Background: an optimization exercise with open tools, aiming at small area. Do not read the settings as production practice. In this exercise RTL edits were held to simulation tests only and were not proved equivalent to the original. Power is estimated from default activity; no workload was simulated. No driver is modelled on the clock port, so clocking that relies on it looks cheaper here than on a real chip.

## flow/run.sh

```bash
#!/bin/bash
# synth_recipe.tcl (not shown) runs the flow's synth.tcl, then flattens the netlist and writes it again
# the make line also repeats each setting of config.mk as NAME=value (left out here)
make -C /OpenROAD-flow-scripts/flow DESIGN_CONFIG=/design/flow/config.mk WORK_HOME=/design/flow/orfs CLKGATE_MAP_FILE= SYNTH_SCRIPT=/design/flow/synth_recipe.tcl finish
```

## flow/config.mk

```make
export PLATFORM = sky130hd
export DESIGN_NAME = ether_echo
export DESIGN_NICKNAME = ether_echo
export VERILOG_FILES = /design/flow/design.v
export SDC_FILE = /design/flow/constraint.sdc
export NUM_CORES = 4
export LEC_CHECK = 0
export CAP_MARGIN = 20
export CORE_MARGIN = 2
export CORE_UTILIZATION = 40
export SLEW_MARGIN = 20
```

## flow/constraint.sdc

```tcl
create_clock -name core_clock -period 4.0 [get_ports {clk}]
set_input_delay 0.8000 -clock core_clock [delete_from_list [all_inputs] [get_ports {clk}]]
set_output_delay 0.8000 -clock core_clock [all_outputs]
set_load 0.01 [all_outputs]
```

## flow/design.v

```verilog
`default_nettype none
module fifo_16_1024_ft
  (
   input wire        clk,
   input wire        srst,
   input wire [13:0] din,
   input wire        wr_en,
   input wire        rd_en,
   output wire [13:0] dout,
   output wire       valid
   );
    localparam DEPTH_LOG2 = 4;
    reg [13:0] mem [0:(1<<DEPTH_LOG2)-1];
    reg [DEPTH_LOG2:0] wp;
    reg [DEPTH_LOG2:0] rp;
    wire empty = (wp == rp);
    wire full = (wp[DEPTH_LOG2] != rp[DEPTH_LOG2]) &&
                (wp[DEPTH_LOG2-1:0] == rp[DEPTH_LOG2-1:0]);
    assign valid = ~empty;
    assign dout = mem[rp[DEPTH_LOG2-1:0]];
    always @(posedge clk) begin
	if(wr_en == 1'b1 && full == 1'b0) begin
	    mem[wp[DEPTH_LOG2-1:0]] <= din;
	end
    end
    always @(posedge clk) begin
	if(srst == 1'b1) begin
	    wp <= 0;
	    rp <= 0;
	end else begin
	    if(wr_en == 1'b1 && full == 1'b0) begin
		wp <= wp + 1'b1;
	    end
	    if(rd_en == 1'b1 && empty == 1'b0) begin
		rp <= rp + 1'b1;
	    end
	end
    end
endmodule  
`default_nettype wire
`default_nettype none
module cmac_usplus_emitter
  (
   input wire clk,
   input wire reset,
   input wire din_valid,
   input wire din_sop,
   input wire din_eop,
   input wire [5:0] din_mty,
   output wire dout_kick,
   output wire [13:0] dout_bytes,
   input wire cmac_busy,
   input wire cmac_done,
   input wire cmac_tx_rdy
   );
    reg [7:0] beats;
    reg       dout_ready;
    always @(posedge clk) begin
	if(din_valid == 1'b1)
	    beats <= din_sop ? 8'd1 : beats + 8'd1;
    end
    always @(posedge clk) begin
	if(reset == 1'b1)
	    dout_ready <= 1'b0;
	else
	    dout_ready <= din_valid & din_eop;
    end
    reg fifo_rd;
    wire [13:0] fifo_q;
    wire fifo_valid;
    fifo_16_1024_ft fifo_i(.clk(clk),
			   .srst(reset),
			   .din({beats, 6'd0} - {8'd0, din_mty}),
			   .wr_en(dout_ready),
			   .rd_en(fifo_rd),
			   .dout(fifo_q),
			   .valid(fifo_valid));
    reg kick_reg, wait_done;
    reg [13:0] bytes_reg;
    assign dout_kick = kick_reg;
    assign dout_bytes = bytes_reg;
    wire start = !kick_reg && !wait_done && fifo_valid && cmac_tx_rdy;
    always @(posedge clk) begin
	if(start == 1'b1)
	    bytes_reg <= fifo_q;
    end
    always @(posedge clk) begin
	if(reset == 1'b1) begin
	    kick_reg <= 1'b0;
	    wait_done <= 1'b0;
	    fifo_rd <= 1'b0;
	end else begin
	    fifo_rd <= start;
	    if(start == 1'b1)
		kick_reg <= 1'b1;
	    else if(kick_reg == 1'b1 && cmac_busy == 1'b1) begin
		kick_reg <= 1'b0;
		wait_done <= 1'b1;
	    end else if(wait_done == 1'b1 && cmac_done == 1'b1)
		wait_done <= 1'b0;
	end
    end
endmodule  
`default_nettype wire
`default_nettype none
module ether_echo
  (
   input wire         clk,
   input wire         reset,
   input wire [127:0] rx_dataout0,
   input wire [127:0] rx_dataout1,
   input wire [127:0] rx_dataout2,
   input wire [127:0] rx_dataout3,
   input wire         rx_enaout0,
   input wire         rx_sopout0,
   input wire         rx_eopout0,
   input wire         rx_eopout1,
   input wire         rx_eopout2,
   input wire         rx_eopout3,
   input wire [3:0]   rx_mtyout0,
   input wire [3:0]   rx_mtyout1,
   input wire [3:0]   rx_mtyout2,
   input wire [3:0]   rx_mtyout3,
   output reg  [511:0] send_data,
   output reg          send_valid,
   output reg          send_sop,
   output reg          send_eop,
   output wire [7:0]   send_mty,
   output wire         tx_kick,
   output wire [13:0]  tx_bytes,
   input wire          cmac_busy,
   input wire          cmac_done,
   input wire          cmac_tx_rdy
   );
    localparam [15:0] APP_KEY = 16'h3434;
    wire [5:0] recv_mty = rx_eopout3 == 1'b1 ? {2'd0, rx_mtyout3}
	       : rx_eopout2 == 1'b1 ? {2'd1, rx_mtyout2}
	       : rx_eopout1 == 1'b1 ? {2'd2, rx_mtyout1}
	       : rx_eopout0 == 1'b1 ? {2'd3, rx_mtyout0}
               : 6'd0;
    wire recv_eop = rx_eopout0 | rx_eopout1 | rx_eopout2 | rx_eopout3;
    wire [511:0] recv_data = {rx_dataout0, rx_dataout1, rx_dataout2, rx_dataout3};
    reg in_frame;
    wire first = !in_frame && rx_enaout0 && rx_sopout0 && recv_data[415:400] == APP_KEY;
    wire acc = first || (in_frame && rx_enaout0);
    always @(posedge clk) begin
	if(reset == 1'b1)
	    in_frame <= 1'b0;
	else if(first && !recv_eop)
	    in_frame <= 1'b1;
	else if(in_frame && rx_enaout0 && recv_eop)
	    in_frame <= 1'b0;
    end
    reg [511:0] din_q;
    reg         acc_q, first_q, last_q;
    reg [5:0]   mty_q;
    wire swap = !in_frame && rx_sopout0;
    always @(posedge clk) begin
	din_q <= swap ? {recv_data[463:416], recv_data[511:464], recv_data[415:0]} : recv_data;
	mty_q <= recv_mty;
	first_q <= first;
	last_q <= recv_eop;
    end
    always @(posedge clk) begin
	if(reset == 1'b1)
	    acc_q <= 1'b0;
	else
	    acc_q <= acc;
    end
    reg [511:0] hold_q;
    reg         pend, hold_first, hold_last;
    reg [5:0]   hold_mty;
    wire single = acc_q && first_q && last_q;
    wire flush = !acc_q && pend && hold_last;
    always @(posedge clk) begin
	if(acc_q == 1'b1) begin
	    hold_q <= din_q;
	    hold_first <= first_q;
	    hold_last <= last_q;
	    hold_mty <= mty_q;
	end
    end
    always @(posedge clk) begin
	if(reset == 1'b1)
	    pend <= 1'b0;
	else if(acc_q == 1'b1)
	    pend <= !single;
	else if(flush == 1'b1)
	    pend <= 1'b0;
    end
    reg [5:0] send_mty_q;
    assign send_mty = {2'd0, send_mty_q};
    always @(posedge clk) begin
	send_data <= single ? din_q : hold_q;
	send_sop <= single ? 1'b1 : hold_first;
	send_eop <= single ? 1'b1 : flush;
	if(single)
	    send_mty_q <= mty_q;
	else if(flush)
	    send_mty_q <= hold_mty;
    end
    always @(posedge clk) begin
	if(reset == 1'b1)
	    send_valid <= 1'b0;
	else
	    send_valid <= single || flush || (acc_q && pend);
    end
    cmac_usplus_emitter cmac_usplus_emitter_i
      (
       .clk(clk),
       .reset(reset),
       .din_valid(send_valid),
       .din_sop(send_sop),
       .din_eop(send_eop),
       .din_mty(send_mty_q),
       .dout_kick(tx_kick),
       .dout_bytes(tx_bytes),
       .cmac_busy(cmac_busy),
       .cmac_done(cmac_done),
       .cmac_tx_rdy(cmac_tx_rdy)
       );
endmodule  
`default_nettype wire
```

==> impl_metrics.toml, run 1 <==
[status]
status = "timing/DRC/antenna clean"

[clock_network]
clkLatencyLatePin_ps = 770
cts_buffers = 183
hold_buffers = 0
cts_setup_buffers = 0
htree_levels = 4
tritoncts = "done"
cts_resized = 0
clk_path_buf_depth = 3
clk_pin_slew_ps = 60
clock-sinks = 1824
ctsRootBufferMaster = "clkbuf_16"

[timing]
finalSetupTns_ps = 0
slew_violations = 0
max_freq_mhz = 325
min_period_ps = 3080
worst_pin_slew_ps = 1090
rsz0062_at_grt = "no"
finalHoldViolations = 0
min_period_over_period_pct = 77.0
setup_violations = 0
finalClockSkew_ps = 21.6
slew_headroom_pct = 26.9

[route]
drt-vias-per-instance = 4.73
ant_nets = 0
drt_iter0_markers = 1884
dr.pass1.iters = 5
wl_per_cell_um = 25.2
drt-total-wl_um = 156000
drc = 0
vias = 29300

[synthesis]
synth_edf_count = 772
async_flop_share_pct = 0
yosysMostFrequentCell = "dfxtp_1"
ys_types = 47
synth_top_area_cell = "edfxtp_1"
netlist_instances = 3057
synth_common_cells = "1052 x dfxtp_1, 772 x edfxtp_1, 518 x mux2_2, 306 x nand2_1, 56 x mux4_2"
ys.flop_type = "dfxtp_1"
seq_area_frac_synth_pct = 80.9
synth_top_area_share_pct = 42.4
avgSynthCellArea_um2 = 17.9
synth_area_leaders = "edfxtp_1 42%, dfxtp_1 39%, mux2_2 11%"
syn-cell-area_um2 = 54700
ys_warn_count = 3
synth_seq_cells = 1824

[cells_and_area]
nNetsFinal = 4797
stdcell_count = 6200
top_regs = "din_q x512, hold_q x512, send_data x512"
syn_to_final_growth_pct = 35.0
drive_above_1_share_pct = 20.8

[floorplanning]
start_util_pct = 40.3
die_h_um = 374
dieArea_um2 = 140000
die_x_um = 374
row_count = 135
top_level_ports = 1077
core-area_um2 = 136000

[setup_path]
cp-start-kind = "register"
endpoint_kind = "output pin"
path_class = "reg -> out"
crit_path_max_fanout = 20
worstPathCellList = "clkdlybuf4s50_1"
crit_buf_inv = 1
cp_slowest_stage_delay_ps = 810
critPathSlowestCell = "clkdlybuf4s50_1"
crit_family = "buffers and inverters"
critPathArrivalTime_ps = 2280
cp.required_ps = 3200

[place]
dp_cells = 5846
dp_hpwl_um = 115000
gp_congestion = 0.849
io_buffer_count = 1074

[power]
ir_worst_vdd_mv = 0.462
combPwrFrac_pct = 2.0
power_frac_seq_pct = 52.6
power_per_cell_area_nw_per_um2 = 510
p_sw_share_pct = 19.9
p_int_mw = 30.2
clkPwrFrac_pct = 45.3
switchingPower_mw = 7.49
leakage_nw = 27.3

[global_routing]
track_usage_pct = 21.8
grt_max_degree = 132
antenna_found_initial = 54
grt_pass1_wl_um = 216000
gr-total-overflow = 0
grt_pass1_vias = 28800

[flow_run]
max-cap-violations = 0

[hold_path]
holdCritPathClass = "reg -> reg"
-- path summary, 6_finish.rpt --
check | start | to | slack [ps] | depth (start not counted)
setup / recovery | send_mty_q[0] | send_mty[0] | 920 | 1
hold / removal | din_q[488] | hold_q[488] | 410 | 0
setup reg to reg | send_mty_q[0] | cmac_usplus_emitter_i.fifo_i.mem[0][13] | 1400 | 4
hold reg to reg | din_q[488] | hold_q[488] | 410 | 0
-- metrics by stage --
| step | power [mW] | util [%] | hold WS (ps) | setup slack [ps] | cell area, µm² |
|---|---|---|---|---|---|
| after floorplan | 20.3 | - | 401 | -1110 | 54700 |
| after global placement | 21.0 | 49.8 | 405 | 1180 | 67600 |
| after detailed placement | 21.0 | 49.8 | 412 | 1100 | 67600 |
| after CTS | 38.1 | 54.4 | 379 | 811 | 73700 |
| after global routing | 38.9 | 54.4 | 399 | 748 | 73800 |
| final | 37.7 | 54.4 | 409 | 921 | 73800 |
-- placed cells by master, fill, tap and decap left out, types with 5 or more instances in the layout --
cell type / count
clkinv_2: 24
a211oi_1: 15
o21ai_0: 5
mux2i_1: 15
clkbuf_16: 191
inv_1: 11
bufinv_16: 7
clkbuf_1: 63
xnor2_1: 7
xnor2_2: 6
a21oi_1: 23
mux4_2: 56
dfxtp_1: 1048
mux2_2: 518
buf_4: 41
nor2_1: 27
nor3_1: 5
clkbuf_8: 37
buf_12: 8
inv_6: 5
nor2b_1: 24
and4_1: 9
xor2_1: 8
and3_1: 12
nand2_1: 306
edfxtp_1: 772
diode_2: 10
clkinv_1: 6
nand3_1: 10
ha_1: 8
clkdlybuf4s50_1: 1074
-- power by group through the flow --
stage                     clock network, mW  logic (mW)  registers (mW)
final                                  17.1       0.770            19.8
after global routing                   18.2       0.834            19.9
after CTS                              17.5       0.776            19.8
after detailed placement                  0       0.772            20.2
after global placement                    0       0.761            20.2
after floorplan                           0       0.156            20.2
-- layer usage --
metal	vias up	share of wire, %	track usage (%)
met5	-	0.29	0
met4	72	2.2	5.44
met3	270	8.6	8.38
met2	945	50	37.3
met1	14600	39	25.7
li1	13400	-	-
-- final cells by class --
cell class                      count  area [µm²]
Tap cell                         1781        2230
Clock inverter                     53         611
Antenna cell                       10        25.0
Sequential cell                  1824       44300
Fill cell                       10900       61800
Multi-Input combinational cell   1106        9920
Clock buffer                      291        5530
Timing Repair Buffer             1123       11200
Inverter                           12        45.0
-- kinds of logic (layout without fill, tap and decap cells) --
family	after synthesis	after routing	synth area share, %
xor+xnor	24	24	0.384
buf+inv	128	1479	1.15
fa+ha+maj	8	8	0.183
flops	1824	1824	80.9
mux	593	593	13.3
compound gates	62	62	0.764
other cells	1	12	0.00686
simple gates	417	417	3.30
==> run 2, diff against run 1 <==
==> flow/flow/run.sh (new file) <==
#!/bin/bash
# Standard ORFS layout (standard.sh: the standard flow's synthesis, floorplan, power grid
# and tap cells unchanged), with two changes to how the layout is built:
#  - port buffers are buf_1 cells instead of the default clkdlybuf4s50_1
#  - clock tree synthesis inserts no dummy loads
set -euo pipefail
cd "$(dirname "$0")/.."
bash standard.sh \
  "BUFFER_PORTS_ARGS=-buffer_cell sky130_fd_sc_hd__buf_1" \
  "CTS_ARGS=-sink_clustering_enable -repair_clock_nets -dont_use_dummy_load" \
  finish > flow_standard.log 2>&1
==> flow/standard.sh (new file) <==
#!/bin/bash
# synth_recipe.tcl (not shown) runs the flow's synth.tcl, then flattens the netlist and writes it again
# the make line also repeats each setting of config.mk as NAME=value (left out here)
make -C /OpenROAD-flow-scripts/flow DESIGN_CONFIG=/design/flow/config.mk WORK_HOME=/design/flow/orfs CLKGATE_MAP_FILE= SYNTH_SCRIPT=/design/flow/synth_recipe.tcl "${@:-finish}"
removed: flow/run.sh
==> run 2 against run 1 <==
Net effect: routed wire length is 5.0% lower; clock-buffer cell count fell by 113; synthesized cell count unchanged; critical endpoint is now cmac_usplus_emitter_i.fifo_i.mem[11][9]; highest routed layer unchanged.
==> impl_metrics.toml, run 2 <==
[cells_and_area]
final_common_cell = "buf_1"
top_regs = "din_q x512, hold_q x512, send_data x512"
stdcell_count = 6020
final_cell_mix = "1074 x buf_1, 1048 x dfxtp_1, 772 x edfxtp_1"
nNetsFinal = 4777
syn_to_final_growth_pct = 19.5
utilization_pct = 48.2
final_cell_area_um2 = 65400
drive_above_1_share_pct = 18.9

[setup_path]
rr_worst_depth = 4
endpoint_kind = "register"
cp.required_ps = 4350
reg2reg_to = "cmac_usplus_emitter_i.fifo_i.mem[11][9]"
worstSetupStartpoint = "cmac_usplus_emitter_i.fifo_i.rp[0]"
critPathArrivalTime_ps = 3120
path_class = "reg -> reg"
crit_path_max_fanout = 23
reg2reg_from = "cmac_usplus_emitter_i.fifo_i.rp[0]"
reg2reg_slack_ps = 1220
cp-start-kind = "register"

[hold_path]
hold_start = "rx_dataout3[113]"
hold_path_end = "din_q[113]"
holdCritPathClass = "in -> reg"
min_path_cells = 1

[route]
drc = 0
wl_met2_um = 73100
vias = 28900
wl_per_cell_um = 24.6
wl_met3_um = 12700
ant_nets = 0
drt_iter0_markers = 1891
top_layer = "met5"
wl_met1_um = 58800
drt-total-wl_um = 148000
dr.pass1.iters = 5
drt-vias-per-instance = 4.80

[place]
pre_cts_slack_ps = 1220
postPlaceCellArea_um2 = 60900
gp_congestion = 0.850
dp_hpwl_um = 109000
io_buffer_count = 1074
dp_cells = 5831

[global_routing]
track_usage_pct = 20.6
grt_pass1_vias = 28500
gr-total-overflow = 0
grt_pass1_wl_um = 206000
antenna_found_initial = 56
grt_max_degree = 132

[clock_network]
cts_buffers = 178
htree_levels = 4
clkLatencyLatePin_ps = 780
hold_buffers = 0
ctsRootBufferMaster = "clkbuf_16"
clk_pin_slew_ps = 70
clock-sinks = 1824
cts_setup_buffers = 0
tritoncts = "done"
cts_resized = 0
clk_path_buf_depth = 3

[synthesis]
synth_area_leaders = "edfxtp_1 42%, dfxtp_1 39%, mux2_2 11%"
synth_top_area_share_pct = 42.4
seq_area_frac_synth_pct = 80.9
netlist_instances = 3057
synth_seq_cells = 1824
yosysMostFrequentCell = "dfxtp_1"
synth_common_cells = "1052 x dfxtp_1, 772 x edfxtp_1, 518 x mux2_2, 306 x nand2_1, 56 x mux4_2"
avgSynthCellArea_um2 = 17.9
ys_warn_count = 3
synth_top_area_cell = "edfxtp_1"
syn-cell-area_um2 = 54700
async_flop_share_pct = 0
synth_edf_count = 772
ys_types = 47
ys.flop_type = "dfxtp_1"

[power]
ir_worst_vdd_mv = 0.385
leakage_nw = 23.5
power_per_cell_area_nw_per_um2 = 525
finalPower_mw = 34.3

[timing]
rsz0062_at_grt = "no"
timing.hold.ws_ps = 98.9
slew_violations = 0
setup_violations = 0
min_period_ps = 2780
min_period_over_period_pct = 69.4
slew_headroom_pct = 27.7
max_freq_mhz = 360
finalSetupTns_ps = 0
worst_pin_slew_ps = 1080
finalClockSkew_ps = 94.4
finalHoldViolations = 0
timing.final.ws_setup_ps = 1220

[status]
status = "timing/DRC/antenna clean"

[floorplanning]
dieArea_um2 = 140000
row_count = 135
start_util_pct = 40.3
die_x_um = 374
die_h_um = 374
core-area_um2 = 136000
top_level_ports = 1077

[flow_run]
max-cap-violations = 0
==> run 2: worst max path at each step <==
stage | endpoint | slack, ps
global placement | cmac_usplus_emitter_i.fifo_i.mem[10][9] | 1260
global route | cmac_usplus_emitter_i.fifo_i.mem[13][5] | 1050
CTS | cmac_usplus_emitter_i.fifo_i.mem[13][5] | 1180
finish | cmac_usplus_emitter_i.fifo_i.mem[11][9] | 1220
detailed placement | cmac_usplus_emitter_i.fifo_i.mem[10][9] | 1220
floorplan | send_mty_q[0] | -1110
==> run 2: cells by family (layout without fill, tap and decap cells) <==
family | after synthesis | in the layout | synth area share [%]
and+or+nand+nor | 417 | 417 | 3.30
buffers and inverters | 128 | 1298 | 1.15
xor gates and xnor gates | 24 | 24 | 0.384
adders and majority gates | 8 | 8 | 0.183
muxes | 593 | 593 | 13.3
AOI/OAI and AO/OA | 62 | 62 | 0.764
other | 1 | 13 | 0.00686
DFF | 1824 | 1824 | 80.9
==> run 2: worst max-delay path, stage by stage (launching register included) <==
cell and delay (ps):
dfxtp_4 670, xnor2_1 160, and4_1 300, a21oi_4 400, and4_1 830
==> run 2: where the power goes <==
part	total (mW)	internal (mW)	switching, mW
registers	19.8	19.7	0.173
clock network	14.0	7.76	6.25
logic	0.433	0.185	0.247
total	34.3	27.6	6.67
==> run 2: layout make-up <==
type                    instances  area, µm²
inverters                      12       45.0
multi-input cells            1106       9890
clock buffers                 178       4450
repair buffers               1108       4460
diodes                         11       27.5
flip-flops and latches       1824      44300
fillers                     11600      70300
well taps                    1781       2230
==> run 2: per-layer routing <==
| metal | up-vias | global-route usage, % |
|---|---|---|
| met5 | - | 0 |
| met4 | 68 | 5.15 |
| met3 | 264 | 7.53 |
| met2 | 922 | 34.6 |
| met1 | 14500 | 25.3 |
| li1 | 13200 | - |
==> run 3, diff against run 2 <==
--- a/flow/flow/run.sh
+++ b/flow/flow/run.sh
@@ -9,3 +9,3 @@
   "BUFFER_PORTS_ARGS=-buffer_cell sky130_fd_sc_hd__buf_1" \
-  "CTS_ARGS=-sink_clustering_enable -repair_clock_nets -dont_use_dummy_load" \
+  "CTS_ARGS=-sink_clustering_enable -repair_clock_nets -dont_use_dummy_load -buf_list sky130_fd_sc_hd__clkbuf_8 -sink_clustering_size 20 -sink_clustering_max_diameter 60" \
   finish > flow_standard.log 2>&1
==> run 3 against run 2 <==
Net effect: core utilization rose by 0.90 points; first-iteration DRC count is 0.63% higher; synthesized cell count did not move; synthesized area unchanged; clock power down 39%; critical path type unchanged; worst setup slack got worse by 39 ps; sequential share of layout area shrank 1.2 points; power shrank 15%; cell area up 1.9%; critical endpoint is now cmac_usplus_emitter_i.fifo_i.mem[14][3].
==> impl_metrics.toml, run 3 <==
[floorplanning]
top_level_ports = 1077
die_x_um = 374
dieArea_um2 = 140000
start_util_pct = 40.3
core-area_um2 = 136000
row_count = 135
die_h_um = 374

[synthesis]
synth_common_cells = "1052 x dfxtp_1, 772 x edfxtp_1, 518 x mux2_2, 306 x nand2_1, 56 x mux4_2"
synth_edf_count = 772
synth_area_leaders = "edfxtp_1 42%, dfxtp_1 39%, mux2_2 11%"
netlist_instances = 3057
syn-cell-area_um2 = 54700
synth_top_area_share_pct = 42.4
yosysMostFrequentCell = "dfxtp_1"
ys.flop_type = "dfxtp_1"
synth_top_area_cell = "edfxtp_1"
avgSynthCellArea_um2 = 17.9
async_flop_share_pct = 0
synth_seq_cells = 1824
ys_types = 47
ys_warn_count = 3
seq_area_frac_synth_pct = 80.9

[setup_path]
crit_path_max_fanout = 23
cp-start-kind = "register"
path_class = "reg -> reg"
endpoint_kind = "register"
rr_worst_depth = 4
critPathArrivalTime_ps = 3200
cp.required_ps = 4390

[route]
vias = 30100
wl_per_cell_um = 23.6
drt_iter0_markers = 1903
ant_nets = 0
drt-total-wl_um = 150000
drt-vias-per-instance = 4.73
dr.pass1.iters = 6
drc = 0

[timing]
worst_pin_slew_ps = 1110
finalClockSkew_ps = 97.8
setup_violations = 0
timing.final.ws_setup_ps = 1190
max_freq_mhz = 355
slew_headroom_pct = 26.2
timing.hold.ws_ps = 95.0
finalSetupTns_ps = 0
finalHoldViolations = 0
min_period_ps = 2810
slew_violations = 0
min_period_over_period_pct = 70.4
rsz0062_at_grt = "no"

[place]
pre_cts_slack_ps = 1220
dp_hpwl_um = 109000
dp_cells = 5831
io_buffer_count = 1074
gp_congestion = 0.850

[clock_network]
cts_buffers = 136
clock-sinks = 1824
clk_path_buf_depth = 3
clkLatencyLatePin_ps = 830
htree_levels = 4
tritoncts = "done"
ctsRootBufferMaster = "clkbuf_8"
clk_pin_slew_ps = 120

[cells_and_area]
top_regs = "din_q x512, hold_q x512, send_data x512"
final_common_cell = "buf_1"
fill_cells = 11600
stdcell_count = 6359
final_cell_mix = "1074 x buf_1, 1048 x dfxtp_1, 772 x edfxtp_1"
nNetsFinal = 5115
drive_above_1_share_pct = 16.6
syn_to_final_growth_pct = 21.7

[global_routing]
gr-total-overflow = 0
grt_pass1_wl_um = 211000
grt_max_degree = 132
track_usage_pct = 20.9
grt_pass1_vias = 30100
antenna_found_initial = 49

[power]
leakage_nw = 23.9
ir_worst_vdd_mv = 0.412
power_per_cell_area_nw_per_um2 = 437

[status]
status = "timing/DRC/antenna clean"

[flow_run]
max-cap-violations = 0

[hold_path]
holdCritPathClass = "in -> reg"
min_path_cells = 1
## run 3: per-stage QoR
| stage | total power [mW] | instance area, µm² | util [%] |
|---|---|---|---|
| floorplan | 20.3 | 54700 | - |
| global placement | 20.7 | 60800 | 44.9 |
| detailed placement | 20.7 | 60900 | 44.9 |
| CTS | 29.4 | 66500 | 49.1 |
| global route | 30.1 | 66600 | 49.1 |
| finish | 29.1 | 66600 | 49.1 |
## run 3: layout make-up
class / count / area [µm²] / share of cell area, %
Sequential cell: 1824 / 44300 / 66.5
Antenna cell: 12 / 30.0 / 0.0451
Timing Repair Buffer: 1488 / 8270 / 12.4
Multi-Input combinational cell: 1106 / 9890 / 14.8
Tap cell: 1781 / 2230 / 3.35
Clock buffer: 136 / 1870 / 2.81
Inverter: 12 / 45.0 / 0.0677
## run 3: where the power goes
group / switching [mW] / leakage, nW / internal [mW]
combinational: 0.334 / 7.08 / 0.427
clock: 5.49 / 0.978 / 3.05
sequential: 0.173 / 15.8 / 19.6
total: 6.00 / 23.9 / 23.1
## run 3: critical path, stage by stage, from the launching register on
cell and delay, ps:
dfxtp_4 680, xnor2_1 160, and4_1 290, a21oi_4 390, and4_1 840
## run 3: kinds of logic (layout without fill, tap and decap cells)
| family | after synthesis | in the layout | synth area share, % |
|---|---|---|---|
| compound gates | 62 | 62 | 0.764 |
| xor+xnor | 24 | 24 | 0.384 |
| fa+ha+maj | 8 | 8 | 0.183 |
| buf+inv | 128 | 1636 | 1.15 |
| flops | 1824 | 1824 | 80.9 |
| mux | 593 | 593 | 13.3 |
| other cells | 1 | 14 | 0.00686 |
| simple gates | 417 | 417 | 3.30 |
## run 3: per-layer routing
layer  wire length (µm)  global-route usage (%)  vias to the layer above
li1                   -                       -                    13800
met1              60400                    25.9                    15000
met2              72800                    34.8                      910
met3              11600                    6.66                      286
met4               4600                    6.41                       60
met5                384                       0                        -
## run 3: worst paths after layout
check / startpoint / endpoint / slack (ps)
hold / removal: rx_dataout1[3] / din_q[259] / 90
hold reg to reg: din_q[80] / hold_q[80] / 340
setup / recovery: cmac_usplus_emitter_i.fifo_i.rp[0] / cmac_usplus_emitter_i.fifo_i.mem[14][3] / 1190
setup reg to reg: cmac_usplus_emitter_i.fifo_i.rp[0] / cmac_usplus_emitter_i.fifo_i.mem[14][3] / 1190
## run 3: repair_timing
item / CTS / global route
endpoints found under the hold margin: 380 / 0
buffers inserted: 0 / 0
resized for setup: 0 / 0
hold buffers: 380 / 0
==> run 4, diff against run 3 <==
--- a/flow/flow/run.sh
+++ b/flow/flow/run.sh
@@ -9,3 +9,3 @@
   "BUFFER_PORTS_ARGS=-buffer_cell sky130_fd_sc_hd__buf_1" \
-  "CTS_ARGS=-sink_clustering_enable -repair_clock_nets -dont_use_dummy_load -buf_list sky130_fd_sc_hd__clkbuf_8 -sink_clustering_size 20 -sink_clustering_max_diameter 60" \
+  "CTS_ARGS=-sink_clustering_enable -repair_clock_nets -dont_use_dummy_load -buf_list sky130_fd_sc_hd__clkbuf_16 -sink_clustering_size 25 -sink_clustering_max_diameter 100" \
   finish > flow_standard.log 2>&1
==> run 4 against run 3 <==
Net effect: synthesized cell count unchanged; clock power up 9.0%; via count down 5.9%; cell area down 5.3%; global-route usage down 0.55 points; critical path depth unchanged; worst hold slack better by 54 ps; worst setup slack worse by 20 ps; non-clock buffer count down 380; clock skew down 9.8 ps; combinational power down 43%; synthesized area unchanged; critical endpoint unchanged; largest cell class unchanged; largest power group unchanged.
==> impl_metrics.toml, run 4 <==
[status]
status = "timing/DRC/antenna clean"

[synthesis]
synth_top_area_cell = "edfxtp_1"
ys.flop_type = "dfxtp_1"
synth_top_area_share_pct = 42.4
ys_warn_count = 3
yosysMostFrequentCell = "dfxtp_1"
async_flop_share_pct = 0
syn-cell-area_um2 = 54700
synth_area_leaders = "edfxtp_1 42%, dfxtp_1 39%, mux2_2 11%"
synth_seq_cells = 1824
netlist_instances = 3057
ys_types = 47
seq_area_frac_synth_pct = 80.9
avgSynthCellArea_um2 = 17.9
synth_common_cells = "1052 x dfxtp_1, 772 x edfxtp_1, 518 x mux2_2, 306 x nand2_1, 56 x mux4_2"
synth_edf_count = 772

[place]
io_buffer_count = 1074
postPlaceCellArea_um2 = 60900
pre_cts_slack_ps = 1220
dp_hpwl_um = 109000
gp_congestion = 0.850

[power]
clkPwrFrac_pct = 31.5
power_frac_seq_pct = 67.0
p_sw_share_pct = 19.9
ir_worst_vdd_mv = 0.446
switchingPower_mw = 5.88
leakage_nw = 22.4
power_per_cell_area_nw_per_um2 = 469
combPwrFrac_pct = 1.5
p_int_mw = 23.7

[cells_and_area]
final_cell_area_um2 = 63100
multi_input_area_um2 = 9890
register_area_um2 = 44300
final_common_cell = "buf_1"
drive_above_1_share_pct = 17.1
final_cell_mix = "1074 x buf_1, 1048 x dfxtp_1, 772 x edfxtp_1"
syn_to_final_growth_pct = 15.3
fill_cells = 11800
nNetsFinal = 4685
top_regs = "din_q x512, hold_q x512, send_data x512"
utilization_pct = 46.5

[setup_path]
crit_family = "simple AND/OR/NAND/NOR gates"
crit_path_max_fanout = 23
cp_slowest_stage_delay_ps = 840
cp.required_ps = 4260
cp-start-kind = "register"
worstPathCellList = "xnor2_1 > and4_1 > a21oi_4 > and4_1"
reg2reg_from = "cmac_usplus_emitter_i.fifo_i.rp[0]"
worstSetupStartpoint = "cmac_usplus_emitter_i.fifo_i.rp[0]"
cpMostUsedCell = "and4_1"
critPathSlowestCell = "and4_1"
crit_buf_inv = 0
endpoint_kind = "register"
path_class = "reg -> reg"
critPathArrivalTime_ps = 3100

[floorplanning]
dieArea_um2 = 140000
die_h_um = 374
core-area_um2 = 136000
die_x_um = 374
start_util_pct = 40.3
row_count = 135
top_level_ports = 1077

[route]
wl_per_cell_um = 24.7
drt-vias-per-instance = 4.77
ant_nets = 0
drt_iter0_markers = 1887
dr.pass1.iters = 5
drc = 0
vias = 28300
drt-total-wl_um = 146000

[timing]
min_period_ps = 2830
setup_violations = 0
slew_headroom_pct = 27.7
rsz0062_at_grt = "no"
finalHoldViolations = 0
min_period_over_period_pct = 70.9
timing.final.ws_setup_ps = 1170
finalSetupTns_ps = 0
worst_pin_slew_ps = 1080
max_freq_mhz = 353
finalClockSkew_ps = 88.0
slew_violations = 0

[global_routing]
antenna_found_initial = 60
grt_max_degree = 132
gr-total-overflow = 0
grt_pass1_vias = 27700
track_usage_pct = 20.3
grt_pass1_wl_um = 203000

[clock_network]
ctsRootBufferMaster = "clkbuf_16"
clkLatencyLatePin_ps = 730
clk_path_buf_depth = 3
htree_levels = 3
cts_setup_buffers = 0
tritoncts = "done"
hold_buffers = 0
cts_resized = 0
cts_buffers = 86
clock-sinks = 1824
clk_pin_slew_ps = 100

[hold_path]
hold_start = "rx_dataout2[105]"
holdCritPathClass = "in -> reg"

[flow_run]
max-cap-violations = 0
[run 4: cell counts after synthesis]
No cell type changed its count.
[run 4: metrics by stage]
stage | cells | total power [mW] | hold WS, ps
finish | 5928 | 29.6 | 149
global route | 5922 | 30.5 | 89.3
CTS | 5917 | 29.9 | 65.9
detailed placement | 5831 | 20.7 | 412
global placement | 5830 | 20.7 | 406
floorplan | 3058 | 20.3 | 401
[run 4: worst paths after layout]
path	to	slack, ps	cells past startpoint
max	cmac_usplus_emitter_i.fifo_i.mem[14][3]	1170	4
min	din_q[233]	150	1
max reg2reg	cmac_usplus_emitter_i.fifo_i.mem[14][3]	1170	4
min reg2reg	hold_q[466]	390	0
[run 4: final cells by class]
type                    instances  area share, %
flip-flops and latches       1824           70.2
multi-input cells            1106           15.7
repair buffers               1108           7.08
well taps                    1781           3.53
clock buffers                  86           3.41
inverters                      12         0.0714
diodes                         11         0.0437
[run 4: kinds of logic (layout without fill, tap and decap cells)]
family / count (synthesis) / count (layout) / synth area share (%)
DFF: 1824 / 1824 / 80.9
adders and majority gates: 8 / 8 / 0.183
and+or+nand+nor: 417 / 417 / 3.30
muxes: 593 / 593 / 13.3
xor gates and xnor gates: 24 / 24 / 0.384
AOI/OAI and AO/OA: 62 / 62 / 0.764
other: 1 / 13 / 0.00686
buffers and inverters: 128 / 1206 / 1.15
[run 4: layer usage]
metal | vias up | part of all wire [%] | track usage, % | wire (µm)
met5 | - | 0.30 | 0 | 434
met4 | 74 | 1.9 | 4.46 | 2760
met3 | 216 | 8.1 | 6.61 | 11800
met2 | 823 | 50 | 34.4 | 72800
met1 | 14200 | 40 | 25.3 | 58500
li1 | 13000 | - | - | -
[run 4: power groups by stage]
stage          clock (mW)  combinational [mW]  sequential, mW
6_report             9.31               0.432            19.8
5_1_grt              10.2               0.489            19.9
4_1_cts              9.62               0.438            19.8
3_5_place_dp            0               0.435            20.2
3_3_place_gp            0               0.424            20.2
2_1_floorplan           0               0.156            20.2
==> run 5, diff against run 4 <==
--- a/flow/flow/run.sh
+++ b/flow/flow/run.sh
@@ -4,3 +4,4 @@
 #  - port buffers are buf_1 cells instead of the default clkdlybuf4s50_1
-#  - clock tree synthesis inserts no dummy loads
+#  - clock tree synthesis inserts no dummy loads and clusters more sinks
+#    per clkbuf_16 leaf buffer
 set -euo pipefail
==> run 5 against run 4 <==
Net effect: still clean on timing, DRC and antenna; non-clock buffer count stayed put; combinational power hardly changed; sequential power hardly changed; largest power group unchanged.
==> impl_metrics.toml, run 5 <==
[timing]
finalHoldViolations = 0
min_period_ps = 2830
finalSetupTns_ps = 0
max_freq_mhz = 353
rsz0062_at_grt = "no"
worst_pin_slew_ps = 1080
slew_headroom_pct = 27.7
slew_violations = 0
setup_violations = 0
finalClockSkew_ps = 88.0
min_period_over_period_pct = 70.9
timing.hold.ws_ps = 149

[place]
dp_cells = 5831
dp_hpwl_um = 109000
gp_congestion = 0.850
io_buffer_count = 1074

[clock_network]
cts_setup_buffers = 0
htree_levels = 3
ctsRootBufferMaster = "clkbuf_16"
clock-sinks = 1824
cts_resized = 0
clk_pin_slew_ps = 100
clkLatencyLatePin_ps = 730
clk_path_buf_depth = 3
tritoncts = "done"
hold_buffers = 0
cts_buffers = 86

[setup_path]
worstPathCellList = "xnor2_1 > and4_1 > a21oi_4 > and4_1"
crit_path_max_fanout = 23
cp.required_ps = 4260
endpoint_kind = "register"
critPathSlowestCell = "and4_1"
cp_slowest_stage_delay_ps = 840
crit_buf_inv = 0
cpMostUsedCell = "and4_1"
path_class = "reg -> reg"
cp-start-kind = "register"
crit_family = "simple AND/OR/NAND/NOR gates"
critPathArrivalTime_ps = 3100

[synthesis]
synth_seq_cells = 1824
synth_common_cells = "1052 x dfxtp_1, 772 x edfxtp_1, 518 x mux2_2, 306 x nand2_1, 56 x mux4_2"
synth_top_area_cell = "edfxtp_1"
ys_warn_count = 3
synth_edf_count = 772
seq_area_frac_synth_pct = 80.9
synth_area_leaders = "edfxtp_1 42%, dfxtp_1 39%, mux2_2 11%"
ys.flop_type = "dfxtp_1"
yosysMostFrequentCell = "dfxtp_1"
async_flop_share_pct = 0
ys_types = 47
netlist_instances = 3057
avgSynthCellArea_um2 = 17.9
syn-cell-area_um2 = 54700
synth_top_area_share_pct = 42.4

[global_routing]
grt_max_degree = 132
busiest_layer = "met2"
grt_pass1_wl_um = 203000
met1_usage_pct = 25.3
antenna_found_initial = 60
track_usage_pct = 20.3
grt_pass1_vias = 27700
use_met2_pct = 34.4
use_met3_pct = 6.61
gr-total-overflow = 0

[floorplanning]
die_x_um = 374
row_count = 135
core-area_um2 = 136000
top_level_ports = 1077
dieArea_um2 = 140000
start_util_pct = 40.3
die_h_um = 374

[cells_and_area]
stdcell_count = 5928
top_regs = "din_q x512, hold_q x512, send_data x512"
fill_cells = 11800
register_area_um2 = 44300
multi_input_area_um2 = 9890
nNetsFinal = 4685
final_common_cell = "buf_1"
utilization_pct = 46.5
syn_to_final_growth_pct = 15.3
final_cell_mix = "1074 x buf_1, 1048 x dfxtp_1, 772 x edfxtp_1"
drive_above_1_share_pct = 17.1

[flow_run]
max-cap-violations = 0

[power]
power_per_cell_area_nw_per_um2 = 469
ir_worst_vdd_mv = 0.446
finalPower_mw = 29.6
leakage_nw = 22.4

[route]
drt-total-wl_um = 146000
drt_iter0_markers = 1887
vias = 28300
wl_per_cell_um = 24.7
drt-vias-per-instance = 4.77
dr.pass1.iters = 5
drc = 0
ant_nets = 0

[status]
status = "timing/DRC/antenna clean"

[hold_path]
holdCritPathClass = "in -> reg"
run 5: cell counts in the layout (fill, tap and decap cells not counted):
Identical to the previous run, type by type.
run 5: cells by family (layout without fill, tap and decap cells):
kind of cell	count (synthesis)	after routing	synth area share (%)
AO/OA/AOI/OAI	62	62	0.764
XOR/XNOR	24	24	0.384
adder cells (fa/ha/maj)	8	8	0.183
buffers and inverters	128	1206	1.15
flip-flops	1824	1824	80.9
multiplexers	593	593	13.3
other	1	13	0.00686
AND/OR/NAND/NOR	417	417	3.30
run 5: cell type report:
| class | count | share of cell area, % |
|---|---|---|
| Sequential cell | 1824 | 70.2 |
| Multi-Input combinational cell | 1106 | 15.7 |
| Timing Repair Buffer | 1108 | 7.08 |
| Tap cell | 1781 | 3.53 |
| Clock buffer | 86 | 3.41 |
| Inverter | 12 | 0.0714 |
| Antenna cell | 11 | 0.0437 |
run 5: path summary, 6_finish.rpt:
path | to | cells after the start | from | slack, ps
setup / recovery | cmac_usplus_emitter_i.fifo_i.mem[14][3] | 4 | cmac_usplus_emitter_i.fifo_i.rp[0] | 1170
hold / removal | din_q[233] | 1 | rx_dataout2[105] | 150
setup reg to reg | cmac_usplus_emitter_i.fifo_i.mem[14][3] | 4 | cmac_usplus_emitter_i.fifo_i.rp[0] | 1170
hold reg to reg | hold_q[466] | 0 | din_q[466] | 390
run 5: stage by stage:
| step | instance area, µm² | worst slack (ps) |
|---|---|---|
| global route | 63000 | 1030 |
| finish | 63100 | 1170 |
| CTS | 63000 | 1170 |
| detailed placement | 60900 | 1220 |
| floorplan | 54700 | -1110 |
| global placement | 60800 | 1260 |
run 5: routing by layer:
layer | share of wire (%) | up-vias
met5 | 0.30 | -
met4 | 1.9 | 74
met3 | 8.1 | 216
met2 | 50 | 823
met1 | 40 | 14200
li1 | - | 13000
run 5: power breakdown:
part	switching (mW)	total (mW)	internal, mW
logic	0.247	0.432	0.185
registers	0.172	19.8	19.6
clock network	5.46	9.31	3.85
==> run 6, diff against run 5 <==
==> flow/flow/run.sh (replaced) <==
#!/bin/bash
# Standard ORFS layout (standard.sh: the standard flow's synthesis, floorplan, power grid
# and tap cells unchanged), with two changes to how the layout is built:
#  - port buffers are buf_1 cells instead of the default clkdlybuf4s50_1
#  - clock tree synthesis inserts no dummy loads
set -euo pipefail
cd "$(dirname "$0")/.."
bash standard.sh \
  "BUFFER_PORTS_ARGS=-buffer_cell sky130_fd_sc_hd__buf_1" \
  "CTS_ARGS=-sink_clustering_enable -repair_clock_nets -dont_use_dummy_load -buf_list sky130_fd_sc_hd__clkbuf_16 -sink_clustering_size 30 -sink_clustering_max_diameter 80" \
  finish > flow_standard.log 2>&1
--- a/flow/config.mk
+++ b/flow/config.mk
@@ -9,3 +9,3 @@
 export CORE_MARGIN = 2
-export CORE_UTILIZATION = 40
+export CORE_UTILIZATION = 60
 export SLEW_MARGIN = 20
==> run 6 against run 5 <==
Net effect: maximum frequency up 1.5%; critical path depth up 1; final cell count fell by 10%; core utilization rose by 22 points; synthesized cell count did not move; die area down 33%.
==> impl_metrics.toml, run 6 <==
[route]
drt-total-wl_um = 145000
dr.pass1.iters = 5
drt-vias-per-instance = 5.42
drc = 0
drt_iter0_markers = 2852
ant_nets = 0
wl_per_cell_um = 27.2
vias = 28900

[synthesis]
synth_adder_area_share_pct = 0.183
synthMuxAreaShare_pct = 13.3
synth_edf_count = 772
ys_warn_count = 3
synth_top_area_share_pct = 42.4
ys_types = 47
synth_top_area_cell = "edfxtp_1"
synth_common_cells = "1052 x dfxtp_1, 772 x edfxtp_1, 518 x mux2_2, 306 x nand2_1, 56 x mux4_2"
synth_compound_area_share_pct = 0.764
netlist_instances = 3057
seq_area_frac_synth_pct = 80.9
ys.flop_type = "dfxtp_1"
syn-cell-area_um2 = 54700
avgSynthCellArea_um2 = 17.9
synth_seq_cells = 1824
async_flop_share_pct = 0
yosysMostFrequentCell = "dfxtp_1"
synth_top_family_by_area = "multiplexers"
synth_area_leaders = "edfxtp_1 42%, dfxtp_1 39%, mux2_2 11%"
synth_simple_gate_area_share_pct = 3.30
synth-xor-area-share_pct = 0.384

[floorplanning]
top_level_ports = 1077
die_x_um = 306
dieArea_um2 = 93600
row_count = 110
start_util_pct = 60.7
die_h_um = 306
core-area_um2 = 90100

[setup_path]
cp_slowest_stage_delay_ps = 690
endpoint_kind = "register"
worstPathCellList = "buf_4 > mux4_2 > nor2b_1 > a211oi_1 > a21oi_1"
crit_family = "flip-flops"
rr_worst_depth = 5
cp.required_ps = 4390
critPathArrivalTime_ps = 3180
reg2reg_from = "cmac_usplus_emitter_i.fifo_i.rp[0]"
critPathSlowestCell = "dfxtp_4"
crit_buf_inv = 1
cp-start-kind = "register"
reg2reg_to = "cmac_usplus_emitter_i.bytes_reg[6]"
path_class = "reg -> reg"
crit_path_max_fanout = 35
reg2reg_slack_ps = 1210

[clock_network]
clk_pin_slew_ps = 110
clock-sinks = 1824
cts_setup_buffers = 0
hold_buffers = 0
cts_resized = 0
htree_levels = 3
clkLatencyLatePin_ps = 670
tritoncts = "done"
cts_buffers = 71
clk_path_buf_depth = 3
ctsRootBufferMaster = "clkbuf_16"

[timing]
timing.final.ws_setup_ps = 1210
max_freq_mhz = 358
slew_headroom_pct = 26.9
slew_violations = 0
rsz0062_at_grt = "no"
worst_pin_slew_ps = 1090
finalHoldViolations = 0
finalClockSkew_ps = 45.6
min_period_over_period_pct = 69.8
min_period_ps = 2790
setup_violations = 0

[global_routing]
grt_max_degree = 152
grt_pass1_wl_um = 199000
antenna_found_initial = 62
grt_pass1_vias = 27200
track_usage_pct = 30.3
gr-total-overflow = 0

[cells_and_area]
syn_to_final_growth_pct = 13.4
multi_input_area_um2 = 9890
drive_above_1_share_pct = 16.9
final_cell_mix = "1074 x buf_1, 1048 x dfxtp_1, 772 x edfxtp_1"
final_common_cell = "buf_1"
register_area_um2 = 44300
utilization_pct = 68.8
nNetsFinal = 4675
final_cell_area_um2 = 62000
fill_cells = 6414
top_regs = "din_q x512, hold_q x512, send_data x512"

[place]
io_buffer_count = 1074
gp_congestion = 0.888
dp_hpwl_um = 111000
postPlaceCellArea_um2 = 60100
pre_cts_slack_ps = 1110

[power]
combPwrFrac_pct = 1.5
p_sw_share_pct = 19.6
power_frac_seq_pct = 69.1
power_per_cell_area_nw_per_um2 = 462
leakage_nw = 22.2
clkPwrFrac_pct = 29.3
p_int_mw = 23.1
ir_worst_vdd_mv = 0.411
switchingPower_mw = 5.61

[hold_path]
holdCritPathClass = "in -> reg"
hold_start = "rx_dataout3[5]"
hold_path_end = "din_q[5]"
min_path_cells = 1

[flow_run]
max-cap-violations = 0

[status]
status = "timing/DRC/antenna clean"
==> run 6: through the flow <==
step / cells / TNS [ps] / hold slack [ps] / total power, mW
after floorplan: 3058 / -633880 / 401 / 20.3
after global placement: 5231 / 0 / 405 / 20.7
after detailed placement: 5231 / 0 / 411 / 20.7
after CTS: 5302 / 0 / 163 / 28.8
after global routing: 5315 / 0 / 167 / 29.5
final: 5336 / 0 / 206 / 28.7
==> run 6: area by class of cell <==
class / count / share of cell area, %
timing repair buffer: 1113 / 7.22
inverter: 12 / 0.0727
tap: 1176 / 2.37
antenna: 34 / 0.137
multi-input combinational: 1106 / 16.0
clock buffer: 71 / 2.87
sequential: 1824 / 71.4
==> run 6: metal layers <==
metal  up-vias  global-route usage [%]  part of all wire (%)
li1      13000                       -                     -
met1     14500                    40.3                    40
met2      1167                    48.8                    48
met3       202                    9.66                    10
met4        44                    7.89                   2.4
met5         -                       0                  0.20
==> run 6: power groups by stage <==
| stage | Sequential, mW | Combinational [mW] | Clock [mW] |
|---|---|---|---|
| floorplan | 20.2 | 0.156 | 0 |
| global placement | 20.2 | 0.424 | 0 |
| detailed placement | 20.2 | 0.438 | 0 |
| CTS | 19.8 | 0.441 | 8.56 |
| global route | 19.9 | 0.489 | 9.13 |
| finish | 19.8 | 0.442 | 8.40 |
==> run 6: worst reg2reg max path, delay by kind of cell, from the launching register on <==
| family | cells | cell delay [ps] |
|---|---|---|
| AO/OA/AOI/OAI | 2 | 440 |
| buffers and inverters | 1 | 650 |
| flip-flops | 1 | 690 |
| multiplexers | 1 | 620 |
| AND/OR/NAND/NOR | 1 | 140 |
==> run 6: how the worst max path moves through the flow <==
stage,startpoint,endpoint,slack (ps),cells past startpoint
2_1_floorplan,acc_q,send_mty_q[0],-1110,5
3_3_place_gp,cmac_usplus_emitter_i.fifo_i.rp[0],cmac_usplus_emitter_i.bytes_reg[6],1160,5
3_5_place_dp,cmac_usplus_emitter_i.fifo_i.rp[0],cmac_usplus_emitter_i.bytes_reg[6],1110,5
4_1_cts,cmac_usplus_emitter_i.fifo_i.rp[0],cmac_usplus_emitter_i.bytes_reg[6],1100,5
5_1_grt,cmac_usplus_emitter_i.fifo_i.rp[0],cmac_usplus_emitter_i.bytes_reg[6],980,5
6_report,cmac_usplus_emitter_i.fifo_i.rp[0],cmac_usplus_emitter_i.bytes_reg[6],1210,5
==> run 6: cell families (layout without fill, tap and decap cells) <==
group | count (synthesis) | after routing
AND/OR/NAND/NOR | 417 | 417
AO/OA/AOI/OAI | 62 | 62
buffers and inverters | 128 | 1196
other | 1 | 36
flip-flops | 1824 | 1824
XOR/XNOR | 24 | 24
adder cells (fa/ha/maj) | 8 | 8
multiplexers | 593 | 593
==> run 7, diff against run 6 <==
--- a/flow/flow/run.sh
+++ b/flow/flow/run.sh
@@ -9,3 +9,3 @@
   "BUFFER_PORTS_ARGS=-buffer_cell sky130_fd_sc_hd__buf_1" \
-  "CTS_ARGS=-sink_clustering_enable -repair_clock_nets -dont_use_dummy_load -buf_list sky130_fd_sc_hd__clkbuf_16 -sink_clustering_size 30 -sink_clustering_max_diameter 80" \
+  "CTS_ARGS=-sink_clustering_enable -repair_clock_nets -dont_use_dummy_load -buf_list sky130_fd_sc_hd__clkbuf_16 -sink_clustering_size 35 -sink_clustering_max_diameter 80" \
   finish > flow_standard.log 2>&1
--- a/flow/config.mk
+++ b/flow/config.mk
@@ -9,3 +9,3 @@
 export CORE_MARGIN = 2
-export CORE_UTILIZATION = 60
+export CORE_UTILIZATION = 70
 export SLEW_MARGIN = 20
==> run 7 against run 6 <==
Net effect: synthesized area is the same; the flow now stops in 3_2_place_iop; synthesized cell count is the same.
==> impl_metrics.toml, run 7 <==
[synthesis]
netlist_instances = 3057
ys_warn_count = 3
synth_compound_area_share_pct = 0.764
synth_seq_cells = 1824
synth_edf_count = 772
synth_top_family_by_area = "multiplexers"
syn-cell-area_um2 = 54700
synth_common_cells = "1052 x dfxtp_1, 772 x edfxtp_1, 518 x mux2_2, 306 x nand2_1, 56 x mux4_2"
ys_types = 47
synthMuxAreaShare_pct = 13.3
synth_simple_gate_area_share_pct = 3.30
synth_adder_area_share_pct = 0.183
seq_area_frac_synth_pct = 80.9
async_flop_share_pct = 0
synth_area_leaders = "edfxtp_1 42%, dfxtp_1 39%, mux2_2 11%"
synth_top_area_cell = "edfxtp_1"
yosysMostFrequentCell = "dfxtp_1"
avgSynthCellArea_um2 = 17.9
synth_top_area_share_pct = 42.4
synth-xor-area-share_pct = 0.384
ys.flop_type = "dfxtp_1"

[status]
toolErrorMsg = "[ERROR PPL-0024] Number of IO pins (1077) exceeds maximum number of available positions (1022). Increase the die perimeter from 1134.10um to 1464.72um."
status = "stopped before the end"
lastStage = "3_2_place_iop"

[floorplanning]
row_count = 102
start_util_pct = 70.6
die_x_um = 284
die_h_um = 284
## run 7: cell counts after synthesis
No cell type changed its count.
## run 7: cells by family after synthesis
family	after synthesis
AOI/OAI and AO/OA	62
xor gates and xnor gates	24
adders and majority gates	8
buffers and inverters	128
DFF	1824
muxes	593
other	1
and+or+nand+nor	417
==> run 8, diff against run 7 <==
--- a/flow/flow/run.sh
+++ b/flow/flow/run.sh
@@ -9,3 +9,3 @@
   "BUFFER_PORTS_ARGS=-buffer_cell sky130_fd_sc_hd__buf_1" \
-  "CTS_ARGS=-sink_clustering_enable -repair_clock_nets -dont_use_dummy_load -buf_list sky130_fd_sc_hd__clkbuf_16 -sink_clustering_size 35 -sink_clustering_max_diameter 80" \
+  "CTS_ARGS=-sink_clustering_enable -repair_clock_nets -dont_use_dummy_load -buf_list sky130_fd_sc_hd__clkbuf_16 -sink_clustering_size 30 -sink_clustering_max_diameter 60" \
   finish > flow_standard.log 2>&1
--- a/flow/config.mk
+++ b/flow/config.mk
@@ -9,3 +9,3 @@
 export CORE_MARGIN = 2
-export CORE_UTILIZATION = 70
+export CORE_UTILIZATION = 60
 export SLEW_MARGIN = 20
==> run 8 against run 7 <==
Net effect: synthesized area unchanged; synthesized cell count unchanged; the run now finishes clean.
==> impl_metrics.toml, run 8 <==
[status]
status = "timing/DRC/antenna clean"

[cells_and_area]
drive_above_1_share_pct = 17.6
register_area_um2 = 44300
fill_cells = 6315
top_regs = "din_q x512, hold_q x512, send_data x512"
utilization_pct = 69.7
nNetsFinal = 4710
final_cell_mix = "1074 x buf_1, 1048 x dfxtp_1, 772 x edfxtp_1"
final_common_cell = "buf_1"
syn_to_final_growth_pct = 14.9
final_cell_area_um2 = 62900
multi_input_area_um2 = 9890

[synthesis]
synth_edf_count = 772
synth-xor-area-share_pct = 0.384
synth_top_area_cell = "edfxtp_1"
seq_area_frac_synth_pct = 80.9
netlist_instances = 3057
yosysMostFrequentCell = "dfxtp_1"
async_flop_share_pct = 0
synth_simple_gate_area_share_pct = 3.30
ys.flop_type = "dfxtp_1"
synth_compound_area_share_pct = 0.764
ys_warn_count = 3
synth_area_leaders = "edfxtp_1 42%, dfxtp_1 39%, mux2_2 11%"
synth_adder_area_share_pct = 0.183
synth_seq_cells = 1824
synth_top_family_by_area = "multiplexers"
synth_top_area_share_pct = 42.4
synth_common_cells = "1052 x dfxtp_1, 772 x edfxtp_1, 518 x mux2_2, 306 x nand2_1, 56 x mux4_2"
avgSynthCellArea_um2 = 17.9
synthMuxAreaShare_pct = 13.3
syn-cell-area_um2 = 54700
ys_types = 47

[place]
postPlaceCellArea_um2 = 60100
pre_cts_slack_ps = 1110
dp_hpwl_um = 111000
io_buffer_count = 1074
gp_congestion = 0.888

[floorplanning]
start_util_pct = 60.7
die_h_um = 306
top_level_ports = 1077
core-area_um2 = 90100
die_x_um = 306
dieArea_um2 = 93600
row_count = 110

[setup_path]
reg2reg_slack_ps = 1180
crit_path_max_fanout = 35
reg2reg_to = "cmac_usplus_emitter_i.bytes_reg[6]"
cp-start-kind = "register"
endpoint_kind = "register"
path_class = "reg -> reg"
critPathArrivalTime_ps = 3230
rr_worst_depth = 5
reg2reg_from = "cmac_usplus_emitter_i.fifo_i.rp[0]"
cp.required_ps = 4410
worstSetupStartpoint = "cmac_usplus_emitter_i.fifo_i.rp[0]"
endpoint = "cmac_usplus_emitter_i.bytes_reg[6]"

[clock_network]
clk_pin_slew_ps = 100
hold_buffers = 0
cts_resized = 0
tritoncts = "done"
ctsRootBufferMaster = "clkbuf_16"
cts_buffers = 106
clk_path_buf_depth = 3
clock-sinks = 1824
htree_levels = 3
clkLatencyLatePin_ps = 710
cts_setup_buffers = 0

[flow_run]
max-cap-violations = 0

[timing]
max_freq_mhz = 355
finalHoldViolations = 0
min_period_over_period_pct = 70.5
setup_violations = 0
timing.hold.ws_ps = 155
min_period_ps = 2820
slew_headroom_pct = 27.7
rsz0062_at_grt = "no"
worst_pin_slew_ps = 1080
finalClockSkew_ps = 75.7
timing.final.ws_setup_ps = 1180
slew_violations = 0

[route]
wl_per_cell_um = 27.2
dr.pass1.iters = 7
drt-total-wl_um = 146000
ant_nets = 0
drt-vias-per-instance = 5.41
vias = 29100
drt_iter0_markers = 2701
drc = 0

[global_routing]
grt_pass1_vias = 27500
gr-total-overflow = 0
grt_pass1_wl_um = 200000
antenna_found_initial = 63
grt_max_degree = 152
track_usage_pct = 30.6

[power]
ir_worst_vdd_mv = 0.363
finalPower_mw = 30.4
leakage_nw = 22.6
power_per_cell_area_nw_per_um2 = 484

[hold_path]
min_path_cells = 1
holdCritPathClass = "in -> reg"
## run 8: cell counts after synthesis
Identical to the previous run, type by type.
## run 8: cell type report
class                           count  share of cell area (%)
Sequential cell                  1824                    70.4
Antenna cell                       33                   0.131
Clock buffer                      106                    4.22
Inverter                           12                  0.0716
Timing Repair Buffer             1113                    7.12
Multi-Input combinational cell   1106                    15.7
Tap cell                         1176                    2.34
## run 8: routing by layer
| metal | part of all wire, % | vias up | wire length [µm] | GRT usage, % |
|---|---|---|---|---|
| met1 | 39 | 14600 | 56700 | 40.1 |
| met2 | 48 | 1193 | 69900 | 48.9 |
| met3 | 11 | 197 | 15900 | 10.5 |
| met4 | 2.3 | 38 | 3380 | 8.18 |
| met5 | 0.18 | - | 259 | 0 |
| li1 | - | 13100 | - | - |
## run 8: worst min path at each step
stage / to / from / slack [ps]
after floorplan: send_sop / hold_first / 400
after global placement: hold_q[238] / din_q[238] / 410
after detailed placement: hold_q[313] / din_q[313] / 410
after CTS: din_q[163] / rx_dataout2[35] / 110
after global routing: din_q[236] / rx_dataout2[108] / 100
final: din_q[202] / rx_dataout2[74] / 150
## run 8: stage by stage
step | setup TNS (ps) | instances
global route | 0 | 5350
finish | 0 | 5370
CTS | 0 | 5337
detailed placement | 0 | 5231
floorplan | -633880 | 3058
global placement | 0 | 5231
## run 8: power by group
part           total, mW  internal, mW  switching, mW
combinational      0.442         0.187          0.256
clock               10.2          4.68           5.49
sequential          19.8          19.6          0.175
total               30.4          24.5           5.92
## run 8: kinds of logic after synthesis
kind of cell / count (synthesis)
flip-flops: 1824
multiplexers: 593
AO/OA/AOI/OAI: 62
other: 1
XOR/XNOR: 24
AND/OR/NAND/NOR: 417
adder cells (fa/ha/maj): 8
buffers and inverters: 128
## run 8: critical path, cell delays in order, from the launching register on
cell	delay, ps
dfxtp_4	700
buf_4	640
mux4_2	590
nor2b_1	140
a211oi_1	360
a21oi_1	70
==> run 9, diff against run 8 <==
--- a/flow/flow/run.sh
+++ b/flow/flow/run.sh
@@ -9,3 +9,3 @@
   "BUFFER_PORTS_ARGS=-buffer_cell sky130_fd_sc_hd__buf_1" \
-  "CTS_ARGS=-sink_clustering_enable -repair_clock_nets -dont_use_dummy_load -buf_list sky130_fd_sc_hd__clkbuf_16 -sink_clustering_size 30 -sink_clustering_max_diameter 60" \
+  "CTS_ARGS=-sink_clustering_enable -repair_clock_nets -dont_use_dummy_load -buf_list sky130_fd_sc_hd__clkbuf_16 -sink_clustering_size 35 -sink_clustering_max_diameter 60" \
   finish > flow_standard.log 2>&1
--- a/flow/config.mk
+++ b/flow/config.mk
@@ -10,2 +10,3 @@
 export CORE_UTILIZATION = 60
+export PLACE_DENSITY = 0.85
 export SLEW_MARGIN = 20
==> run 9 against run 8 <==
Net effect: clock power about the same; power up 0.13%; clock-buffer cell count up 1; sequential share of layout area up 0.060 points; core utilization down 0.060 points; largest cell class unchanged; largest power group unchanged.
==> impl_metrics.toml, run 9 <==
[synthesis]
synth_compound_area_share_pct = 0.764
synth-xor-area-share_pct = 0.384
avgSynthCellArea_um2 = 17.9
netlist_instances = 3057
synth_edf_count = 772
ys_warn_count = 3
synth_common_cells = "1052 x dfxtp_1, 772 x edfxtp_1, 518 x mux2_2, 306 x nand2_1, 56 x mux4_2"
synth_simple_gate_area_share_pct = 3.30
synth_area_leaders = "edfxtp_1 42%, dfxtp_1 39%, mux2_2 11%"
ys_types = 47
synth_top_family_by_area = "multiplexers"
async_flop_share_pct = 0
yosysMostFrequentCell = "dfxtp_1"
syn-cell-area_um2 = 54700
synth_seq_cells = 1824
synth_top_area_cell = "edfxtp_1"
synthMuxAreaShare_pct = 13.3
ys.flop_type = "dfxtp_1"
synth_adder_area_share_pct = 0.183
seq_area_frac_synth_pct = 80.9
synth_top_area_share_pct = 42.4

[timing]
min_period_ps = 2900
finalSetupTns_ps = 0
finalClockSkew_ps = 96.2
worst_pin_slew_ps = 1260
finalHoldViolations = 0
slew_violations = 0
rsz0062_at_grt = "no"
slew_headroom_pct = 16.1
max_freq_mhz = 344
timing.hold.ws_ps = 131
min_period_over_period_pct = 72.6
setup_violations = 0
timing.final.ws_setup_ps = 1100

[cells_and_area]
drive_above_1_share_pct = 17.5
stdcell_count = 5362
top_regs = "din_q x512, hold_q x512, send_data x512"
final_common_cell = "buf_1"
multi_input_area_um2 = 9890
register_area_um2 = 44300
syn_to_final_growth_pct = 14.8
fill_cells = 5838
nNetsFinal = 4706
final_cell_mix = "1074 x buf_1, 1048 x dfxtp_1, 772 x edfxtp_1"
utilization_pct = 69.7
final_cell_area_um2 = 62800

[floorplanning]
dieArea_um2 = 93600
core-area_um2 = 90100
start_util_pct = 60.7
die_h_um = 306
die_x_um = 306
row_count = 110
top_level_ports = 1077

[power]
ir_worst_vdd_mv = 0.469
p_sw_share_pct = 19.4
leakage_nw = 22.6
combPwrFrac_pct = 1.4
switchingPower_mw = 5.92
power_per_cell_area_nw_per_um2 = 485
p_int_mw = 24.6
power_frac_seq_pct = 65.1
clkPwrFrac_pct = 33.5
finalPower_mw = 30.5

[route]
vias = 29900
wl_per_cell_um = 28.7
drt-total-wl_um = 154000
dr.pass1.iters = 5
drt_iter0_markers = 3313
ant_nets = 0
drt-vias-per-instance = 5.58
drc = 0

[clock_network]
cts_buffers = 107
clk_path_buf_depth = 3
htree_levels = 3
clock-sinks = 1824
clk_pin_slew_ps = 120
ctsRootBufferMaster = "clkbuf_16"
hold_buffers = 0
cts_resized = 0
tritoncts = "done"
cts_setup_buffers = 0
clkLatencyLatePin_ps = 750

[place]
pre_cts_slack_ps = 1140
io_buffer_count = 1074
dp_cells = 5226
dp_hpwl_um = 116000
gp_congestion = 0.954
postPlaceCellArea_um2 = 60100

[hold_path]
min_path_cells = 1
holdCritPathClass = "in -> reg"

[setup_path]
critPathArrivalTime_ps = 3170
cp.required_ps = 4260
crit_path_max_fanout = 29
path_class = "reg -> reg"
cp-start-kind = "register"
endpoint_kind = "register"
rr_worst_depth = 4

[status]
status = "timing/DRC/antenna clean"

[global_routing]
track_usage_pct = 32.0
use_met2_pct = 47.3
use_met3_pct = 16.3
gr-total-overflow = 0
grt_pass1_vias = 29100
grt_max_degree = 153
grt_pass1_wl_um = 209000
met1_usage_pct = 40.6
antenna_found_initial = 71
busiest_layer = "met2"

[flow_run]
max-cap-violations = 0
==> run 9: final timing paths <==
check,startpoint,end,slack (ps)
max,cmac_usplus_emitter_i.fifo_i.rp[1],cmac_usplus_emitter_i.fifo_i.mem[2][9],1100
min,rx_dataout3[18],din_q[18],130
min reg2reg,din_q[310],hold_q[310],390
max reg2reg,cmac_usplus_emitter_i.fifo_i.rp[1],cmac_usplus_emitter_i.fifo_i.mem[2][9],1100
==> run 9: cell families after synthesis <==
logic type | count (synthesis)
xor gates and xnor gates | 24
and+or+nand+nor | 417
other | 1
buffers and inverters | 128
DFF | 1824
AOI/OAI and AO/OA | 62
adders and majority gates | 8
muxes | 593
==> run 9: worst max-delay path: stages (launching register included) <==
cell and delay (ps):
dfxtp_2 800, xnor2_1 180, and4_1 290, a21oi_4 490, and3_1 760
==> run 9: power groups by stage <==
stage / Clock (mW) / Combinational (mW) / Sequential, mW
floorplan: 0 / 0.156 / 20.2
global placement: 0 / 0.401 / 20.2
detailed placement: 0 / 0.419 / 20.3
CTS: 10.3 / 0.424 / 19.8
global route: 11.0 / 0.473 / 19.9
finish: 10.2 / 0.424 / 19.8
==> run 9: layout make-up <==
cell class / count / share of cell area, %
well taps: 1176 / 2.34
repair buffers: 1108 / 7.02
diodes: 29 / 0.116
inverters: 12 / 0.0717
multi-input cells: 1106 / 15.7
clock buffers: 107 / 4.26
flip-flops and latches: 1824 / 70.4
==> run 9: metal layers <==
metal	vias to the layer above	share of wire [%]
met1	14800	37
met5	-	0.26
li1	13100	-
met4	60	4.1
met3	317	15
met2	1636	44

[re-timing with driven ports]
The results above use ideal ports. As a check the final layouts listed here were re-extracted and re-timed, cells and wires unchanged. Step 1, drivers: a clkbuf_16 drives clk and a buf_2 each remaining input, both assumed. Step 2 also shifts input and output timing later by t, the mid clock arrival at the registers, as if the neighbouring blocks saw the same clock. a / b / c = ideal / step 1 / step 2; a / b = the first two.
run	t (ns)	setup WS [ns]	clock arrival spread, ns	worst slew at a driven data input, ns	pins driven straight from the clock port
run 1	0.841	0.921 / 0.841 / 1.108	0.036 / 0.035	0.22	1
run 2	0.812	1.225 / 1.225 / 1.225	0.115 / 0.115	0.22	1
run 3	0.891	1.186 / 1.186 / 1.186	0.148 / 0.148	0.22	1
run 4	0.767	1.166 / 1.166 / 1.166	0.097 / 0.097	0.21	1
run 5	0.767	1.166 / 1.166 / 1.166	0.097 / 0.097	0.21	1
run 6	0.725	1.209 / 1.209 / 1.209	0.051 / 0.052	0.27	1
run 8	0.756	1.180 / 1.180 / 1.180	0.089 / 0.089	0.27	1
run 9	0.763	1.097 / 1.097 / 1.097	0.117 / 0.116	0.32	1
After both steps setup and hold are still met in every run listed.
